From an optimization exercise on the open Yosys and OpenROAD flow, aimed at small area, a short achievable clock period and few clock cycles; shortcuts taken in it are not production practice.
Function was checked by simulation only, so behaviour that the tests miss may differ from the original.
Power is estimated from default activity; no workload was simulated.

[flow/config.mk]
export PLATFORM = sky130hd
export DESIGN_NAME = Pops
export DESIGN_NICKNAME = Pops
export VERILOG_FILES = /design/flow/design.v
export SDC_FILE = /design/flow/constraint.sdc
export NUM_CORES = 4
export LEC_CHECK = 0
export CAP_MARGIN = 20
export CORE_MARGIN = 2
export CORE_UTILIZATION = 40
export PLACE_DENSITY = 0.6
export SLEW_MARGIN = 20
[flow/constraint.sdc]
create_clock -name core_clock -period 7.5 [get_ports {Clk}]
set_input_delay 1.5000 -clock core_clock [delete_from_list [all_inputs] [get_ports {Clk}]]
set_output_delay 1.5000 -clock core_clock [all_outputs]
set_load 0.01 [all_outputs]
[flow/design.v]
module ALU(Result,Sum,A,op2,sub,f3,arith);
	output reg [31:0] Result;
	output     [31:0] Sum;
	input      [31:0] A,op2;
	input             sub,arith;
	input      [ 2:0] f3;
	wire [4:0]  sh = op2[4:0];
	wire signed [32:0] A_ext = {arith & A[31], A};
	wire [32:0] srl_w = A_ext >>> sh;
	wire [31:0] srl_r = srl_w[31:0];
	wire [31:0] sll_r = A << sh;
	assign Sum = A + op2 + {31'd0, sub};
	always @(*)
		case (f3)
			3'b001:  Result = sll_r;
			3'b100:  Result = A ^ op2;
			3'b101:  Result = srl_r;
			3'b110:  Result = A | op2;
			3'b111:  Result = A & op2;
			default: Result = Sum;
		endcase
endmodule
module RegisterFile(data1,data2,read1,read2,writeReg,writeData,Clk,regWen);
	output      [31:0] data1,data2;
	input       [31:0] writeData;
	input       [ 4:0] read1,read2,writeReg;
	input              Clk,regWen;
	reg  [31:0] registerbank [1:31];
	wire [31:0] rd_bank [0:31];
	assign rd_bank[0] = 32'd0;
	genvar i;
	generate
		for (i = 1; i < 32; i = i + 1) begin : g_reg
			assign rd_bank[i] = registerbank[i];
			always @(posedge Clk)
				if (regWen && writeReg == i)
					registerbank[i] <= writeData;
		end
	endgenerate
	assign data1 = rd_bank[read1];
	assign data2 = rd_bank[read2];
endmodule
module Pops(Clk,Rst,imem_addr,imem_rdata,dmem_addr,dmem_wdata,dmem_we,dmem_rdata);
	input Clk,Rst;
	output [31:0] imem_addr;
	input  [31:0] imem_rdata;
	output [31:0] dmem_addr;
	output [31:0] dmem_wdata;
	output        dmem_we;
	input  [31:0] dmem_rdata;
	reg [31:2] pc_e;             
	reg [31:0] a_e, b_e, op2_e;  
	reg [ 4:0] rd_e;
	reg [ 2:0] f3_e;             
	reg        sub_e, arith_e;
	reg        wen_e, st_e, ld_e, link_e, br_e, jal_e, jalr_e;
	wire [31:0] alu_res, sum;
	ALU ALUUnit(alu_res, sum, a_e, op2_e, sub_e, f3_e, arith_e);
	wire [31:2] pc_seq = pc_e + 30'd1;
	wire [31:2] pc_tgt = pc_e + op2_e[31:2];
	wire eq  = (a_e == b_e);
	wire lt  = ($signed(a_e) < $signed(b_e));
	wire cnd = f3_e[2] ? (lt ^ f3_e[0]) : (eq ^ f3_e[0]);
	wire taken = jal_e | (br_e & cnd);
	wire [31:2] npc = jalr_e ? sum[31:2] : taken ? pc_tgt : pc_seq;
	wire [31:0] wb = ld_e ? dmem_rdata : link_e ? {pc_seq, 2'b00} : alu_res;
	assign imem_addr  = {npc, 2'b00};
	assign dmem_addr  = sum;
	assign dmem_wdata = b_e;
	assign dmem_we    = st_e;
	wire [31:0] ins = imem_rdata;
	wire [4:0]  op  = ins[6:2];
	wire [4:0]  rs1 = ins[19:15];
	wire [4:0]  rs2 = ins[24:20];
	wire [4:0]  rd  = ins[11:7];
	wire [2:0]  f3  = ins[14:12];
	wire is_lui  = (op == 5'b01101);
	wire is_jal  = (op == 5'b11011);
	wire is_jalr = (op == 5'b11001);
	wire is_br   = (op == 5'b11000);
	wire is_ld   = (op == 5'b00000);
	wire is_st   = (op == 5'b01000);
	wire is_opi  = (op == 5'b00100);
	wire is_op   = (op == 5'b01100);
	wire writes  = is_lui | is_jal | is_jalr | is_ld | is_opi | is_op;
	wire is_sub  = is_op & (f3 == 3'b000) & ins[30];
	wire [31:0] imm_i = {{20{ins[31]}}, ins[31:20]};
	wire [31:0] imm_s = {{20{ins[31]}}, ins[31:25], ins[11:7]};
	wire [31:0] imm_b = {{19{ins[31]}}, ins[31], ins[7], ins[30:25], ins[11:8], 1'b0};
	wire [31:0] imm_j = {{11{ins[31]}}, ins[31], ins[19:12], ins[20], ins[30:21], 1'b0};
	wire [31:0] imm_u = {ins[31:12], 12'd0};
	wire [31:0] imm   = is_st ? imm_s : is_br ? imm_b : is_jal ? imm_j : is_lui ? imm_u : imm_i;
	wire [31:0] r1, r2;
	RegisterFile GPR(r1, r2, rs1, rs2, rd_e, wb, Clk, wen_e);
	wire [31:0] s1 = (wen_e && rd_e == rs1) ? wb : r1;
	wire [31:0] s2 = (wen_e && rd_e == rs2) ? wb : r2;
	always @(posedge Clk) begin
		a_e     <= is_lui ? 32'd0 : s1;
		b_e     <= s2;
		op2_e   <= is_op ? (is_sub ? ~s2 : s2) : imm;
		rd_e    <= rd;
		f3_e    <= (is_op | is_opi | is_br) ? f3 : 3'b000;
		sub_e   <= is_sub;
		arith_e <= ins[30];
		ld_e    <= is_ld;
		link_e  <= is_jal | is_jalr;
	end
	always @(posedge Clk or negedge Rst) begin
		if (~Rst) begin
			pc_e   <= 30'h3FFFFFFF;      
			wen_e  <= 1'b0;
			st_e   <= 1'b0;
			br_e   <= 1'b0;
			jal_e  <= 1'b0;
			jalr_e <= 1'b0;
		end else begin
			pc_e   <= npc;
			wen_e  <= writes & (rd != 5'd0);
			st_e   <= is_st;
			br_e   <= is_br;
			jal_e  <= is_jal;
			jalr_e <= is_jalr;
		end
	end
endmodule
[flow/run.sh]
#!/bin/bash
# synth_recipe.tcl (not shown) runs the flow's synth.tcl, then flattens the netlist and writes it again
# the make line also repeats each setting of config.mk as NAME=value (left out here)
make -C /OpenROAD-flow-scripts/flow DESIGN_CONFIG=/design/flow/config.mk WORK_HOME=/design/flow/orfs CLKGATE_MAP_FILE= SYNTH_SCRIPT=/design/flow/synth_recipe.tcl finish
==> metrics.md, run 1 <==
| Metric | Value |
|---|---|
| Status | `complete, no violations` |
| Slew HR | `10.1%` |
| Max stage delay on crit path | `0.78 ns` |
| Fmax | `143 MHz` |
| Asr flop ratio synth | `3.08%` |
| 1st-iter DRT viols | `10765` |
| Vias in the first global route | `48855` |
| Die Area | `148000 um2` |
| RePlAce Congestion | `1.04` |
| CP most frequent cell | `mux2_2` |
| Initial Util | `40.3%` |
| Least-Margin Pin Slew | `1.34 ns` |
| Synth top area share | `51.4%` |
| Gr usage total | `39.6%` |
| Main flop type after synthesis | `edfxtp_1` |
| CP max FO | `28` |
| Wire per inst | `42.7 um` |
| Number of flops mapped to enable cells by yosys | `992` |
| Share of power burned in registers | `41.9%` |
| Worst Hold End | `pc_e[18]` |
| DRC Markers | `0` |
| Clk root buf | `clkbuf_16` |
| Fillers | `12831` |
| Worst path slowest cell | `dfxtp_1` |
| Tightest Hold Check Type | `reg2reg` |
| Fin Setup TNS | `0 ns` |
| Post-CTS Setup Bufs | `0` |
| I/O Pins | `163` |
| Maximum root-to-sink buffer count | `3` |
| VDD IR max | `248 uV` |
| Commonest non-fill, non-tap cell in the layout | `edfxtp_1` |
| Final Skew | `0.0937 ns` |
| WP data arrival | `5.49 ns` |
| YS warnings | `4` |
| Register-to-Register Path Depth | `12` |
| HP Start | `jalr_e` |
| Reg2reg end | `op2_e[14]` |
| Via count | `52346` |
| Setup violations, final | `0` |
| CTS sink count | `1135` |
| Combinational power share | `26.9%` |
| Cell depth of the worst setup path | `11` |
| Crit path buffers/inverters | `2` |
| Mean Syn Cell Area | `11.9 um2` |
| Worst-path clk slew | `0.06 ns` |
| Hold path cells | `3` |
| Die Y-Extent | `385 um` |
| Routed Antenna Nets | `0` |
| Layout area overhead | `15.9%` |
| Worst Path Required | `6.00 ns` |
| Critical path origin | `a_e[13]` |
| Num CTS Buffers | `116` |
| CP delay by family, top | `compound AO/OA/AOI/OAI gates` |
| Slew Limit Fails | `0` |
| Area leader, netlist | `edfxtp_1` |
| Largest net degree at the start of global routing | `66` |
| Place WS | `1.29 ns` |
| Sw Ratio | `33.5%` |
| R2r startpoint | `op2_e[0]` |
| Minimum clock period | `6.99 ns` |
| Die W | `385 um` |
| H-Tree Depth | `3` |
| Syn Inst Count | `4889` |
| Vias per inst | `7.41` |
| Synthesized flop and latch total | `1135` |
| CP endpoint kind | `primary output` |
| Layout cell share with drive strength beyond 1 | `14.1%` |
| MaxCap Viol Count | `0` |
| Latest clock arrival within the worst-skew pair | `0.80 ns` |
| Top area cells in the synthesized netlist | `edfxtp_1 (51%), a22oi_1 (8.5%), dfxtp_1 (3.7%)` |
| Startpoint types | `flop` |
| CP Class | `reg2out` |
| Lkg Pwr | `23.3 nW` |
| RSZ-0062 raised after global routing | `false` |
| Global-route wire length before repair | `405000 um` |
| CTS tree | `done` |
| Reg-to-reg slack, setup | `2.26 ns` |
| Routed WL | `302000 um` |
| Nets@finish | `5245` |
| Final Core Density | `46.7%` |
| PortBufs | `158` |
| Post-Syn Area | `58000 um2` |
| PwrDens | `288 nW/um2` |
| Initial DRT Pass Iterations | `11` |
| Tcrit/Tclk final | `93.1%` |
| Final Hold Fails | `0` |
| Core ar. | `144000 um2` |
| Seq/Total Area, Yosys | `56.7%` |
| Setup ws final | `0.514 ns` |
| Initial antenna violation count | `13` |
| Hold buffers post-CTS | `0` |
| Synth unique cells | `106` |
| Pint | `12.9 mW` |
| Post-DP HPWL | `187000 um` |
| Power share of the clock group | `31.2%` |
| Crit-path cells | `ha_1 > nand3_1 > or4_1 > o21bai_1 > a31oi_1 > a211o_1 > o211a_2 > buf_4 > mux2_2 > mux2_2 > clkdlybuf4s50_1` |
| Most frequent cells in the layout | `edfxtp_1 (992), a22oi_1 (654), nand2_1 (376)` |
| Post-cts repair resize count | `0` |
| Gr ovfl total | `0` |
| Cell Rows | `139` |
| Psw | `6.48 mW` |
routing by layer:
layer	GRT usage, %	wire length, um	vias to the layer above	part of all wire [%]
met5	0	141	-	0.047
met4	27.3	28100	14	9.3
li1	-	-	19929	-
met3	17.5	50200	1569	17
met1	47.6	100000	25268	33
met2	56.9	123000	5566	41
worst max-delay path by stage:
stage,slack (ns),to
2_1_floorplan,2.48,imem_addr[30]
3_3_place_gp,1.30,imem_addr[28]
3_5_place_dp,1.29,imem_addr[28]
4_1_cts,0.47,imem_addr[28]
5_1_grt,0.35,imem_addr[16]
6_report,0.51,imem_addr[16]
state kept, by name, indices dropped and copies added (netlist names):
| signal | count |
|---|---|
| st_e | 1 |
| a_e | 32 |
| arith_e | 1 |
| ld_e | 1 |
| op2_e | 32 |
| GPR.registerbank | 992 |
| jalr_e | 1 |
| wen_e | 1 |
| sub_e | 1 |
| br_e | 1 |
| rd_e | 5 |
| f3_e | 3 |
| jal_e | 1 |
| link_e | 1 |
| b_e | 32 |
| pc_e | 30 |
Yosys cell counts (11+ instances only):
library cell and n:
nand3_1 145, dfxtp_1 108, ha_1 127, nand4_1 73, nand2b_1 13, xnor2_1 67, dfstp_2 30, and2_1 24
a221oi_1 140, and3_1 43, inv_1 140, nor2_1 305, o31ai_1 12, clkbuf_1 207, nor3b_1 11, or3_1 15
a2111oi_0 13, nor3_1 79, a22oi_1 654, a21o_1 61, xor2_1 40, mux4_2 64, a21oi_1 188, o21a_1 16
mux2_2 21, o21ai_1 18, o211ai_1 25, mux2i_1 62, o21ai_0 159, buf_6 16, edfxtp_1 992, nor4_1 48
buf_2 74, nand2_1 378, a22o_1 143, a31oi_1 24, a222oi_1 65, nor2b_1 20, a211oi_1 29, buf_1 47
power groups by stage:
stage	sequential [mW]	combinational, mW	clock, mW
2_1_floorplan	8.11	2.67	0
3_3_place_gp	8.23	4.89	0
3_5_place_dp	8.23	4.93	0
4_1_cts	8.10	4.94	6.03
5_1_grt	8.12	5.41	6.26
6_report	8.11	5.21	6.05
stage by stage:
| step | cells | instance area [um2] | hold WS (ns) | total power, mW |
|---|---|---|---|---|
| 6_report | 7062 | 67200 | 0.684 | 19.4 |
| 5_1_grt | 7053 | 67200 | 0.696 | 19.8 |
| 4_1_cts | 7048 | 67100 | 0.691 | 19.1 |
| 3_5_place_dp | 6830 | 63200 | 0.738 | 13.2 |
| 3_3_place_gp | 6827 | 63100 | 0.728 | 13.1 |
| 2_1_floorplan | 4890 | 58000 | 0.631 | 10.8 |
worst min-delay path, stage by stage (launching register included):
cell	delay, ns
dfrtp_1	0.39
inv_1	0.15
nor2_1	0.13
a21oi_1	0.06
logic make-up (layout without fill, tap and decap cells):
kind of cell | count (synthesis) | after routing | synth area share, %
other | 1 | 12 | 0.00646
adders and majority gates | 130 | 130 | 2.84
DFF | 1135 | 1135 | 56.7
muxes | 154 | 154 | 4.21
and+or+nand+nor | 1199 | 1199 | 9.69
AOI/OAI and AO/OA | 1665 | 1665 | 21.2
xor gates and xnor gates | 107 | 107 | 1.62
buffers and inverters | 498 | 757 | 3.73
layout make-up:
cell class	instances	area, um2	share of cell area [%]
repair buffers	399	3640	5.41
clock buffers	139	3060	4.55
clock inverters	79	838	1.25
multi-input cells	3257	23900	35.5
well taps	1903	2380	3.54
inverters	140	526	0.782
flip-flops and latches	1135	32900	48.9
diodes	10	25.0	0.0372
Testbench counts, summed over its fixed seeds: cycles 37,434.
==> run 2: changes to the inputs <==
--- a/flow/config.mk
+++ b/flow/config.mk
@@ -5,8 +5,10 @@
 export SDC_FILE = /design/flow/constraint.sdc
 export NUM_CORES = 4
 export LEC_CHECK = 0
+export ABC_CLOCK_PERIOD_IN_PS = 3500
 export CAP_MARGIN = 20
 export CORE_MARGIN = 2
 export CORE_UTILIZATION = 40
 export PLACE_DENSITY = 0.6
+export SETUP_SLACK_MARGIN = 4
 export SLEW_MARGIN = 20
==> run 2 against run 1 <==
Cell area is 15% higher; clock-buffer cell count is 2 higher; die area stayed put; global-route usage is 3.3 points higher; critical path depth is 3 higher; first-iteration DRC count is 16% higher; sequential share of layout area is 6.2 points lower; sequential cell count stayed put; worst setup slack better by 1.1 ns; critical path type unchanged; largest cell class unchanged; largest power group is now combinational cells.
==> metrics.md, run 2 <==
| Metric | Value |
|---|---|
| Status | `complete, no violations` |
| Sw Ratio | `35.1%` |
| Commonest non-fill, non-tap cell in the layout | `edfxtp_1` |
| Slew HR | `7.50%` |
| Cell depth of the worst setup path | `14` |
| Power share of the clock group | `26.6%` |
| CP Class | `reg2out` |
| Latest clock arrival within the worst-skew pair | `0.81 ns` |
| Register-to-Register Path Depth | `14` |
| Worst-path clk slew | `0.07 ns` |
| Initial Util | `40.3%` |
| Num CTS Buffers | `115` |
| Fmax | `169 MHz` |
| Die Y-Extent | `385 um` |
| Gr ovfl total | `0` |
| Fillers | `11764` |
| Area leader, netlist | `edfxtp_1` |
| Layout cell share with drive strength beyond 1 | `31.8%` |
| Startpoint types | `flop` |
| Mean Syn Cell Area | `11.9 um2` |
| Crit path buffers/inverters | `3` |
| Main flop type after synthesis | `edfxtp_1` |
| Layout area overhead | `33.2%` |
| Tightest Hold Check Type | `reg2reg` |
| Biggest register | `GPR.registerbank` |
| Via count | `57607` |
| Placed Cells | `6824` |
| CTS tree | `done` |
| Syn Inst Count | `4889` |
| Post-Syn Area | `58000 um2` |
| Die Area | `148000 um2` |
| Final Hold Fails | `0` |
| Setup violations, final | `0` |
| Global-route wire length before repair | `437000 um` |
| Core ar. | `144000 um2` |
| HP Start | `GPR.registerbank[10][0]` |
| Pint | `14.4 mW` |
| PwrDens | `288 nW/um2` |
| Combinational power share | `37.1%` |
| Synth cell count leaders | `edfxtp_1 (992), a22oi_1 (654), nand2_1 (378)` |
| Vias per inst | `7.54` |
| Final Skew | `0.0876 ns` |
| Gr usage total | `43.0%` |
| Initial antenna violation count | `22` |
| Crit-path cells | `ha_1 > nand2_1 > or4_4 > nor2_4 > a41oi_4 > or3b_1 > a211o_1 > o211a_4 > buf_12 > buf_6 > nor2_4 > a21oi_2 > a21oi_4 > buf_6` |
| Worst Hold End | `a_e[0]` |
| Final instance area | `77300 um2` |
| Slew Limit Fails | `0` |
| Worst path slowest cell | `or4_4` |
| VDD IR max | `213 uV` |
| Reg-to-reg slack, setup | `3.12 ns` |
| Most frequent cells in the layout | `edfxtp_1 (992), a22oi_1 (649), buf_4 (530)` |
| Die W | `385 um` |
| Synth unique cells | `106` |
| Top area cells in the synthesized netlist | `edfxtp_1 (51%), a22oi_1 (8.5%), dfxtp_1 (3.7%)` |
| Nets@finish | `5816` |
| Synthesized flop and latch total | `1135` |
| Largest net degree at the start of global routing | `67` |
| Share of power burned in registers | `36.3%` |
| Placed Area | `63700 um2` |
| Lkg Pwr | `27.7 nW` |
| PortBufs | `158` |
| Max stage delay on crit path | `0.58 ns` |
| RSZ-0062 raised after global routing | `true` |
| Post-DP HPWL | `189000 um` |
| I/O Pins | `163` |
| Initial DRT Pass Iterations | `20` |
| Fin Setup TNS | `0 ns` |
| Seq/Total Area, Yosys | `56.7%` |
| Maximum root-to-sink buffer count | `3` |
| Cell Rows | `139` |
| Least-Margin Pin Slew | `1.38 ns` |
| Minimum clock period | `5.91 ns` |
| CP endpoint kind | `primary output` |
| CP max FO | `11` |
| Most common cell in the synthesized netlist | `edfxtp_1` |
| Routed WL | `334000 um` |
| H-Tree Depth | `3` |
| R2r startpoint | `a_e[16]` |
| Worst Path Required | `6.00 ns` |
| Synth top area share | `51.4%` |
| Max reg flops | `992` |
| DRC Markers | `0` |
| Clk root buf | `clkbuf_16` |
| Asr flop ratio synth | `3.08%` |
| Tcrit/Tclk final | `78.9%` |
| 1st-iter DRT viols | `12441` |
| Hold path cells | `6` |
| Routed Antenna Nets | `0` |
| WP data arrival | `4.41 ns` |
| Number of flops mapped to enable cells by yosys | `992` |
| CP delay by family, top | `simple AND/OR/NAND/NOR gates` |
| Vias in the first global route | `52762` |
| Pwr Total | `22.3 mW` |
| CTS sink count | `1135` |
| Reg2reg end | `op2_e[29]` |
| Wire per inst | `43.8 um` |
| MaxCap Viol Count | `0` |
| Non-filler cells, final | `7637` |
| RePlAce Congestion | `1.06` |
| Psw | `7.81 mW` |
| Hold buffers post-CTS | `0` |
| YS warnings | `4` |
run 2: worst max-delay path by stage:
stage	slack (ns)	start	end
after global placement	1.35	a_e[14]	imem_addr[16]
after floorplan	3.08	op2_e[3]	imem_addr[30]
final	1.59	a_e[7]	imem_addr[24]
after global routing	1.66	b_e[5]	imem_addr[24]
after CTS	1.79	a_e[15]	imem_addr[16]
after detailed placement	1.32	a_e[14]	imem_addr[16]
run 2: kinds of logic (layout without fill, tap and decap cells):
logic type / after synthesis / in the layout / synth area share [%]
adders and majority gates: 130 / 130 / 2.84
and+or+nand+nor: 1199 / 1210 / 9.69
muxes: 154 / 154 / 4.21
buffers and inverters: 498 / 1310 / 3.73
AOI/OAI and AO/OA: 1665 / 1673 / 21.2
other: 1 / 15 / 0.00646
DFF: 1135 / 1135 / 56.7
xor gates and xnor gates: 107 / 107 / 1.62
run 2: through the flow:
step	util, %	hold WS (ns)	setup WS, ns
2_1_floorplan	-	0.631	3.08
3_3_place_gp	44.3	0.760	1.35
5_1_grt	53.7	0.849	1.66
3_5_place_dp	44.3	0.764	1.32
4_1_cts	51.7	0.774	1.79
6_report	53.7	0.801	1.59
run 2: per-layer routing:
metal / global-route usage, % / share of wire (%) / up-vias
met3: 23.1 / 19 / 2194
met5: 2.27 / 0.30 / -
met1: 49.2 / 31 / 27749
met2: 59.8 / 39 / 6497
met4: 32.5 / 11 / 36
li1: - / - / 21131
run 2: worst min-delay path: stages, from the launching register on:
cell and delay (ns):
edfxtp_1 0.34, a222oi_1 0.08, nand3_1 0.09, nor4_2 0.06, nor2_1 0.08, a21oi_1 0.05
nor2_1 0.07
run 2: power groups by stage:
| stage | registers (mW) | logic [mW] | clock network, mW |
|---|---|---|---|
| global placement | 8.24 | 5.07 | 0 |
| global route | 8.08 | 8.39 | 6.14 |
| CTS | 8.05 | 6.76 | 5.90 |
| finish | 8.08 | 8.25 | 5.93 |
| detailed placement | 8.23 | 5.12 | 0 |
| floorplan | 8.10 | 2.91 | 0 |
run 2: area by class of cell:
cell class / instances / area (um2) / share of cell area, %
inverter: 140 / 552 / 0.714
clock buffer: 141 / 3040 / 3.93
antenna: 13 / 32.5 / 0.0421
clock inverter: 77 / 753 / 0.975
timing repair buffer: 949 / 10100 / 13.1
timing repair inverter: 3 / 22.5 / 0.0291
tap: 1903 / 2380 / 3.08
sequential: 1135 / 33000 / 42.7
multi-input combinational: 3276 / 27400 / 35.5
run 2: what timing repair did:
item	in CTS	in global routing
resized for setup	912	310
setup endpoints to repair	1180	707
setup buffers	397	122
endpoints found under the hold margin	0	0
pin swaps	185	166
cloned	37	26

[what the ideal ports hide]
The flow's constraints put no driver on any port. The routed layouts listed below were extracted and timed again, unchanged, in two steps.
Step 1: set_driving_cell puts a clkbuf_16 on Clk and a buf_2 on each other input, an assumption about the parent block.
Step 2 times the ports against the registers' clock, not the clock port: input delays grow and output delays shrink by t, the midpoint of the rising clock arrivals with the driver on.
Slacks: ideal ports / drivers / drivers and shift; pairs: ideal ports / drivers.
run | t, ns | setup slack, ns | slew at the worst register clock pin (ns)
run 1 | 0.823 | 0.514 / 0.442 / 1.076 | 0.08 / 0.08
run 2 | 0.847 | 1.586 / 1.506 / 2.353 | 0.08 / 0.08
After both steps every run listed still meets setup and hold.
